Context: an optimization exercise on an open-source flow, tuned for small area and a short achievable clock period. The choices shown serve that exercise and are no tape-out recipe.
At most, simulation tests tie the RTL to the original design; equivalence was not proved.
Power is estimated from default activity; no workload was simulated.

## v26
## CPU
module CPU (
    input clk,
    input RST,
    output [31:0] imem_addr,
    input  [31:0] imem_data,
    output [31:0] dmem_addr,
    output [31:0] dmem_wdata,
    output dmem_we,
    input  [31:0] dmem_rdata
    );
==> flow/config.mk <==
export PLATFORM = sky130hd
export DESIGN_NAME = CPU
export DESIGN_NICKNAME = CPU
export VERILOG_FILES = /design/flow/design.v
export SDC_FILE = /design/flow/constraint.sdc
export NUM_CORES = 4
export LEC_CHECK = 0
export CAP_MARGIN = 20
export CELL_PAD_IN_SITES_DETAIL_PLACEMENT = 1
export CORE_MARGIN = 2
export CORE_UTILIZATION = 53
export CTS_BUF_LIST = sky130_fd_sc_hd__clkbuf_16
export CTS_CLUSTER_DIAMETER = 70
export CTS_CLUSTER_SIZE = 26
export PLACE_DENSITY = 0.63
export SETUP_SLACK_MARGIN = 4.5
export SLEW_MARGIN = 20
export SYNTH_HIERARCHICAL = 1
export SYNTH_MINIMUM_KEEP_SIZE = 0
export TNS_END_PERCENT = 1
==> flow/constraint.sdc <==
create_clock -name core_clock -period 12.0 [get_ports {clk}]
set_input_delay 2.4000 -clock core_clock [delete_from_list [all_inputs] [get_ports {clk}]]
set_output_delay 2.4000 -clock core_clock [all_outputs]
set_load 0.01 [all_outputs]
standard.sh (not shown) runs the stock make flow with config.mk's settings and CLKGATE_MAP_FILE= SYNTH_SCRIPT=/design/flow/synth_recipe.tcl, a recipe that flattens the netlist after the stock synthesis.
==> flow/flow/run.sh <==
#!/bin/bash
# The standard ORFS layout, except that:
#  - the port buffers are plain buf_2 cells (the resizer would otherwise pick a
#    larger delay buffer for every port), and
#  - timing repair does not clone gates (a clone made by the last repair can
#    overload its weak driver after routing, with no repair_design after it).
# The make output of the whole flow goes to flow_make.log in the work folder;
# ORFS keeps each tool's own log under orfs/logs/.
set -euo pipefail
bash standard.sh "BUFFER_PORTS_ARGS=-inputs -outputs -buffer_cell sky130_fd_sc_hd__buf_2" \
    SKIP_GATE_CLONING=1 finish > flow_make.log 2>&1
What v2 does differently from v26 at the input level:
Settings: swapping 20 for 10 in CAP_MARGIN; swapping 53 for 50 in CORE_UTILIZATION; swapping 20 for 10 in SLEW_MARGIN; swapping 0.63 for 0.6 in PLACE_DENSITY; swapping 1 for 5 in TNS_END_PERCENT; swapping 4.5 for 4.0 in SETUP_SLACK_MARGIN.
==> flow/flow/run.sh <==
#!/bin/bash
# The standard ORFS layout, except that the port buffers are plain buf_2 cells
# (the resizer would otherwise pick a larger delay buffer for every port).
# The make output of the whole flow goes to flow_make.log in the work folder;
# ORFS keeps each tool's own log under orfs/logs/.
set -euo pipefail
bash standard.sh "BUFFER_PORTS_ARGS=-inputs -outputs -buffer_cell sky130_fd_sc_hd__buf_2" finish > flow_make.log 2>&1
Results
Complete run, failing final checks: v2, reason max-capacitance violations, max-slew violations. v2 ended with less core utilization than v26. The antenna diode count in v2 was higher than what v26 gave. [compare] base=v26 new=v2: power per standard cell area moved down; combinational cell fraction of total power moved down; wire length of the first global-routing pass moved up. v2 reports a lower sequential share of layout area than v26 does. Comparing the two runs side by side, v2 comes out behind v26 on tightest hold margin.
The following lists how v5 was set up differently from v2:
Settings: a change of SLEW_MARGIN from 10 to 20; a change of CAP_MARGIN from 10 to 20.
==> flow/flow/run.sh <==
#!/bin/bash
# The standard ORFS layout, except that:
#  - the port buffers are plain buf_2 cells (the resizer would otherwise pick a
#    larger delay buffer for every port), and
#  - timing repair does not clone gates (a clone made by the last repair can
#    overload its weak driver after routing, with no repair_design after it).
# The make output of the whole flow goes to flow_make.log in the work folder;
# ORFS keeps each tool's own log under orfs/logs/.
set -euo pipefail
bash standard.sh "BUFFER_PORTS_ARGS=-inputs -outputs -buffer_cell sky130_fd_sc_hd__buf_2" \
    SKIP_GATE_CLONING=1 finish > flow_make.log 2>&1
Results
- Compared with v2, v5 improves final design instance area without fill.
- Both conditions hold for v5: the flow ran to the end and the final layout passed the timing, design-rule and antenna checks.
- Clock network fraction of total power, v5 and v2: higher on v5
- The sequential share of layout area number comes out higher for v5 vs v2.
- Compared v5 vs v2, and worst setup slack is down in v5.
- Run comparison: v2 critical path capture point dmem_addr[29]; v5 critical path capture point dmem_addr[23]
- Per the comparison of v5 with v2, worst path arrival time rose 0.06 ns; final routed wirelength across all metal layers fell about 5%.
- On average cell area after synthesis, v5 and v2 are basically level.
- As far as minimum hold slack is concerned, v2 and v5 perform about the same.

---

== run 1 ==
The RTL this note starts from:
==> flow/design.v <==
`timescale 1ns / 1ps
module RegDec (input [4:0] r, input [31:1] valid, output [31:1] sel);
    genvar i;
    generate
        for (i = 1; i < 32; i = i + 1) begin : d
            assign sel[i] = valid[i] & (r == i);
        end
    endgenerate
endmodule
module ReadPortN (input [32*31-1:0] regs, input [31:1] sel, output reg [31:0] dn);
    integer k;
    always @(*) begin
        dn = 32'hffffffff;
        for (k = 1; k < 32; k = k + 1)
            dn = dn & ~({32{sel[k]}} & regs[32*(k-1) +: 32]);
    end
endmodule
module AddrAdd (input [31:0] an, input [15:0] imm, output [31:0] s);
    assign s = ~(an - {{16{imm[15]}}, imm});
endmodule
module CPU (
    input clk,
    input RST,
    output [31:0] imem_addr,
    input  [31:0] imem_data,
    output [31:0] dmem_addr,
    output [31:0] dmem_wdata,
    output dmem_we,
    input  [31:0] dmem_rdata
    );
    wire [31:0] ins = imem_data;
    wire [5:0]  op  = ins[31:26];
    wire [4:0]  rs  = ins[25:21];
    wire [4:0]  rt  = ins[20:16];
    wire [4:0]  rd  = ins[15:11];
    wire [4:0]  sa  = ins[10:6];
    wire [5:0]  fn  = ins[5:0];
    wire [15:0] imm = ins[15:0];
    wire op_r    = (op == 6'h00);
    wire op_addi = (op == 6'h08);
    wire op_ori  = (op == 6'h0d);
    wire op_lw   = (op == 6'h23);
    wire op_sw   = (op == 6'h2b);
    wire op_beq  = (op == 6'h04);
    wire op_bne  = (op == 6'h05);
    wire op_bgtz = (op == 6'h07);
    wire op_j    = (op == 6'h02);
    wire op_halt = (op == 6'h3f);
    wire f_sub = op_r & (fn == 6'h23);
    wire f_and = op_r & (fn == 6'h24);
    wire f_or  = op_r & (fn == 6'h25);
    wire f_sll = op_r & (fn == 6'h00);
    wire f_slt = op_r & (fn == 6'h2a);
    wire no_wr = op_sw | op_beq | op_bne | op_bgtz | op_j | op_halt;
    wire wr_rt = op_lw | op_addi | op_ori;
    wire is_branch = op_beq | op_bne | op_bgtz;
    wire sel_add = ~(wr_rt | f_sub | f_and | f_or | f_sll | f_slt);
    reg [31:1] valid;
    wire [31:0] wdata;
    wire [4:0]  wa = wr_rt ? rt : rd;
    wire        we = ~no_wr;
    always @(posedge clk or negedge RST) begin
        if (!RST) valid <= 31'd0;
        else if (we && wa != 5'd0) valid[wa] <= 1'b1;
    end
    wire [32*31-1:0] regs;
    wire [31:1] s1, s2;
    genvar i;
    generate
        for (i = 1; i < 32; i = i + 1) begin : r
            reg [31:0] q;
            always @(posedge clk)
                if (we && wa == i) q <= wdata;
            assign regs[32*(i-1) +: 32] = q;
        end
    endgenerate
    RegDec u_dec1 (.r(rs), .valid(valid), .sel(s1));
    RegDec u_dec2 (.r(rt), .valid(valid), .sel(s2));
    wire [31:0] an, bn;
    ReadPortN u_rp1 (.regs(regs), .sel(s1), .dn(an));
    ReadPortN u_rp2 (.regs(regs), .sel(s2), .dn(bn));
    wire [31:0] a = ~an;
    wire [31:0] b = ~bn;
    wire [31:0] simm = {{16{imm[15]}}, imm};
    wire [31:0] asum;
    AddrAdd u_aadd (.an(an), .imm(imm), .s(asum));
    wire        sub  = f_sub | f_slt | is_branch;
    wire [32:0] dsum = {1'b0, a} + {1'b0, b ^ {32{sub}}} + {32'd0, sub};
    wire [31:0] d    = dsum[31:0];
    wire        lt   = (a[31] ^ b[31]) ? a[31] : d[31];
    wire [31:0] ob   = op_ori ? {16'd0, imm} : b;
    wire [31:0] shl  = b << sa;
    wire [31:0] alu =
        ({32{op_addi}}          & asum) |
        ({32{sel_add | f_sub}}  & d) |
        ({32{f_and}}            & (a & b)) |
        ({32{f_or | op_ori}}    & (a | ob)) |
        ({32{f_sll}}            & shl) |
        ({32{f_slt}}            & {31'd0, lt});
    assign wdata = op_lw ? dmem_rdata : alu;
    assign dmem_addr  = asum;
    assign dmem_wdata = b;
    assign dmem_we    = op_sw;
    reg [31:2] pc;
    assign imem_addr = {pc, 2'b00};
    wire [17:2] pc_lo = pc[17:2];
    wire [31:18] pc_hi = pc[31:18];
    wire [16:0] lo4  = {1'b0, pc_lo} + 17'd1;
    wire [16:0] lobr = {1'b0, pc_lo} + {1'b0, imm} + 17'd1;
    wire [31:18] hi_inc = pc_hi + 14'd1;
    wire [31:18] hi_dec = pc_hi - 14'd1;
    wire [31:2] pc4  = {lo4[16] ? hi_inc : pc_hi, lo4[15:0]};
    wire [31:18] hibr = lobr[16] ? (imm[15] ? pc_hi : hi_inc) : (imm[15] ? hi_dec : pc_hi);
    wire [31:2] pcbr = {hibr, lobr[15:0]};
    wire eq   = (a == b);
    wire taken = (op_beq & eq) | (op_bne & ~eq) | (op_bgtz & ~eq & ~d[31]);
    wire [31:2] npc = op_halt ? pc :
                      op_j    ? {pc[31:28], ins[25:0]} :
                      taken   ? pcbr : pc4;
    always @(posedge clk or negedge RST) begin
        if (!RST) pc <= 30'd0;
        else pc <= npc;
    end
endmodule
Settings: LEC_CHECK=0, CAP_MARGIN=20, CELL_PAD_IN_SITES_DETAIL_PLACEMENT=1, CORE_MARGIN=2, CORE_UTILIZATION=50, CTS_BUF_LIST=sky130_fd_sc_hd__clkbuf_16, CTS_CLUSTER_DIAMETER=70, CTS_CLUSTER_SIZE=26, PLACE_DENSITY=0.6, SETUP_SLACK_MARGIN=4.0, SLEW_MARGIN=20, SYNTH_HIERARCHICAL=1, SYNTH_MINIMUM_KEEP_SIZE=0, TNS_END_PERCENT=5; clock period 12.0 ns.
==> flow/flow/run.sh <==
#!/bin/bash
# The standard ORFS layout, except that the port buffers are plain buf_2 cells
# (the resizer would otherwise pick a larger delay buffer for every port).
# The make output of the whole flow goes to flow_make.log in the work folder;
# ORFS keeps each tool's own log under orfs/logs/.
set -euo pipefail
bash standard.sh "BUFFER_PORTS_ARGS=-inputs -outputs -buffer_cell sky130_fd_sc_hd__buf_2" finish > flow_make.log 2>&1
Although it ran to completion, run 1 produced a layout that fails the final checks because of capacitance limit, slew limit.
The inputs of run 2 differ from those of run 1 as listed below.
- swapping 5 for 1 in TNS_END_PERCENT
- swapping 4.0 for 4.5 in SETUP_SLACK_MARGIN
[summary]
Run 2 did not stop at any stage, and its layout met the timing, design-rule and antenna checks.
Run 1 ran in full, but the layout does not pass; the checks complain about capacitance limit, slew limit.
Multi-input gate share of the layout cell area essentially unchanged between run 1 and run 2.
Run 1 → run 2: wire length held steady; clock buffer count in the final layout rose by 4; setup slack lower; clock group share of total power +1.0 points; met2 usage grew by 0.44 points.
Count of placed standard cells including taps essentially unchanged between run 2 and run 1.
[compare] base=run 1 new=run 2: power density over the cells went up; overall power after layout held steady; achievable frequency now sits lower; final critical-path required period went up by 59 ps.

---

CPU, a different RTL version from the one above (not shown whole).
For scale: roughly 4400 cells after synthesis, ~1100 flip-flops.
==> flow/config.mk <==
export PLATFORM = sky130hd
export DESIGN_NAME = CPU
export DESIGN_NICKNAME = CPU
export VERILOG_FILES = /design/flow/design.v
export SDC_FILE = /design/flow/constraint.sdc
export NUM_CORES = 4
export LEC_CHECK = 0
export CAP_MARGIN = 20
export CELL_PAD_IN_SITES_DETAIL_PLACEMENT = 1
export CORE_MARGIN = 2
export CORE_UTILIZATION = 30
export PLACE_DENSITY = 0.38
export SETUP_SLACK_MARGIN = 0.5
export SLEW_MARGIN = 20
==> flow/constraint.sdc <==
create_clock -name core_clock -period 12.0 [get_ports {clk}]
set_input_delay 2.4000 -clock core_clock [delete_from_list [all_inputs] [get_ports {clk}]]
set_output_delay 2.4000 -clock core_clock [all_outputs]
set_load 0.01 [all_outputs]
run.sh (not shown) runs the stock make flow with config.mk's settings and CLKGATE_MAP_FILE= SYNTH_SCRIPT=/design/flow/synth_recipe.tcl, a recipe that flattens the netlist after the stock synthesis.
Stock flow here: none of the scripts above is used.
==> next run, changes <==
Settings changed: CORE_UTILIZATION 30 to 40, CTS_BUF_LIST from default to sky130_fd_sc_hd__clkbuf_8, CTS_CLUSTER_SIZE from default to 20, PLACE_DENSITY 0.38 to 0.5, SETUP_SLACK_MARGIN 0.5 to 4.5.
Outcome: Worst setup slack is better by 1.5 ns. Final area goes up by 5.7%. Global-route usage goes up by 8.9 points.
Function was not checked in any run of this note: the RTL went through the layout flow alone.

---

CPU, a different RTL version from the one above (not shown whole).
Size: ~4300 cells after synthesis, about 1100 flip-flops, ~160 I/O pins.
export LEC_CHECK = 0
export CAP_MARGIN = 10
export CELL_PAD_IN_SITES_DETAIL_PLACEMENT = 1
export CORE_MARGIN = 2
export CORE_UTILIZATION = 45
export CTS_BUF_LIST = sky130_fd_sc_hd__clkbuf_16
export CTS_CLUSTER_DIAMETER = 60
export CTS_CLUSTER_SIZE = 24
export PLACE_DENSITY = 0.55
export SETUP_SLACK_MARGIN = 4.0
export SLEW_MARGIN = 10
export SYNTH_HIERARCHICAL = 1
export SYNTH_MINIMUM_KEEP_SIZE = 0
export TNS_END_PERCENT = 5
create_clock -name core_clock -period 12.0 [get_ports {clk}]
The starting point ran to the end with no violations.
Next try:
==> flow/flow/run.sh (new file) <==
#!/bin/bash
# The standard ORFS layout, except that the port buffers are plain buf_2 cells
# (the resizer would otherwise pick a larger delay buffer for every port).
# The make output of the whole flow goes to flow_make.log in the work folder;
# ORFS keeps each tool's own log under orfs/logs/.
set -euo pipefail
bash standard.sh "BUFFER_PORTS_ARGS=-inputs -outputs -buffer_cell sky130_fd_sc_hd__buf_2" finish > flow_make.log 2>&1
==> flow/standard.sh (new file) <==
#!/bin/bash
# synth_recipe.tcl (not shown) runs the flow's synth.tcl, then flattens the netlist and writes it again
# the make line also repeats each setting of config.mk as NAME=value (left out here)
make -C /OpenROAD-flow-scripts/flow DESIGN_CONFIG=/design/flow/config.mk WORK_HOME=/design/flow/orfs CLKGATE_MAP_FILE= SYNTH_SCRIPT=/design/flow/synth_recipe.tcl "${@:-finish}"
removed: flow/run.sh
Synthesized cell count does not change; worst setup slack is better by 0.023 ns; critical path depth goes down by 3; flip-flop and latch count does not change; routed wire length goes down by a few percent; register-to-register slack is worse by 0.37 ns; via count goes down slightly; hold slack barely changes; maximum frequency hardly moves; synthesized area does not change; sequential power goes down slightly.

---

== delta ==
CPU, a different RTL version from the one above (not shown whole).
Size: roughly 4200 cells after synthesis, about 1100 flip-flops, ~160 I/O pins, ~54000 um^2 of cells after synthesis.
## CPU
module CPU (
    input clk,
    input RST,
    output [31:0] imem_addr,
    input  [31:0] imem_data,
    output [31:0] dmem_addr,
    output [31:0] dmem_wdata,
    output dmem_we,
    input  [31:0] dmem_rdata
    );
clock: 12.0 ns
lec_check: 0
cap_margin: 10
cell_pad_in_sites_detail_placement: 1
core_margin: 2
core_utilization: 50
cts_buf_list: sky130_fd_sc_hd__clkbuf_16
cts_cluster_diameter: 80
cts_cluster_size: 30
place_density: 0.6
setup_slack_margin: 4.0
slew_margin: 10
synth_hierarchical: 1
synth_minimum_keep_size: 0
tns_end_percent: 5
standard.sh (not shown) runs the stock make flow with config.mk's settings and CLKGATE_MAP_FILE= SYNTH_SCRIPT=/design/flow/synth_recipe.tcl, a recipe that flattens the netlist after the stock synthesis.
==> flow/flow/run.sh <==
#!/bin/bash
# The standard ORFS layout, except that the port buffers are plain buf_2 cells
# (the resizer would otherwise pick a larger delay buffer for every port).
# The make output of the whole flow goes to flow_make.log in the work folder;
# ORFS keeps each tool's own log under orfs/logs/.
set -euo pipefail
bash standard.sh "BUFFER_PORTS_ARGS=-inputs -outputs -buffer_cell sky130_fd_sc_hd__buf_2" finish > flow_make.log 2>&1
Edits applied to the flow inputs when going from delta to onyx:
-- flow/config.mk --
<<< delta, line 11
export CORE_UTILIZATION = 50
>>> onyx, line 11
export CORE_UTILIZATION = 45
<<< delta, line 13
export CTS_CLUSTER_DIAMETER = 80
export CTS_CLUSTER_SIZE = 30
export PLACE_DENSITY = 0.6
>>> onyx, line 13
export CTS_CLUSTER_DIAMETER = 60
export CTS_CLUSTER_SIZE = 24
export PLACE_DENSITY = 0.55
Findings:
- onyx vs delta — worst setup slack dropped 0.0099 ns.
- | clock share of power | onyx vs delta | 8.0 points higher |
- delta: done, clean on timing, DRC and antenna
- The flow did not stop early for onyx: all stages ran, and the layout cleared the timing, design-rule and antenna checks.
- Comparing onyx with delta, the area share of fa/ha/maj cells after synthesis came out essentially unchanged.
- Re met1 track utilization from global routing: delta and onyx aren't equal, and the higher value belongs to delta.
- [compare] base=delta new=onyx: critical path buffer and inverter count lost 3; portion of the layout cell area used by non-clock buffers fell 1.7 points; total power +9.2%; maximum level of the CTS H-tree moved up.
- On area added between synthesis and finish: onyx sits above delta.
- Taking delta as the reference, in onyx non-clock buffer total of the final layout -64; worst clock skew -0.026 ns.
No run of this note included a check of the RTL's function; only the layout flow was run.

## separate check: timing with driven ports
The flow's constraints put no driver on any port. The routed layouts listed below were extracted and timed again, unchanged, in two steps.
Step 1, drivers: a clkbuf_16 drives clk and a buf_2 each remaining input, both assumed.
Step 2 adds t to the input delays and takes it off the output delays; t is the mean of the earliest and latest rising clock arrival at the registers after step 1. Input paths then give back, and output paths get back, about the clock's delay inside the block.
Slacks: ideal / step 1 / step 2; pairs: ideal / step 1.
| run | t, ns | slack for setup (ns) | slew at the worst register clock pin (ns) | worst data-port slew with drivers (ns) |
|---|---|---|---|---|
| v26 | 0.742 | 3.128 / 3.052 / 2.781 | 0.11 / 0.11 | 0.11 |
| v2 | 0.744 | 3.125 / 2.969 / 2.515 | 0.11 / 0.11 | 0.17 |
| v5 | 0.746 | 3.075 / 2.997 / 2.573 | 0.11 / 0.11 | 0.08 |
| run 1 | 0.740 | 3.088 / 2.938 / 2.540 | 0.11 / 0.11 | 0.17 |
| run 2 | 0.766 | 3.029 / 2.979 / 2.522 | 0.11 / 0.11 | 0.07 |
| the first run of note 3 | 0.862 | 0.746 / 0.727 / 0.677 | 0.07 / 0.07 | 0.09 |
| the second run of note 3 | 0.994 | 2.200 / 2.141 / 2.141 | 0.08 / 0.08 | 0.08 |
| the first run of note 4 | 0.774 | 2.943 / 2.808 / 2.808 | 0.09 / 0.09 | 0.19 |
| the second run of note 4 | 0.788 | 2.966 / 2.795 / 2.548 | 0.09 / 0.09 | 0.18 |
| delta | 0.764 | 3.172 / 2.995 / 2.695 | 0.12 / 0.12 | 0.18 |
| onyx | 0.781 | 3.162 / 3.040 / 2.703 | 0.09 / 0.09 | 0.15 |
The setup slack of v2, which loses most, moves by -0.156 ns with the drivers and by -0.610 ns with both steps.
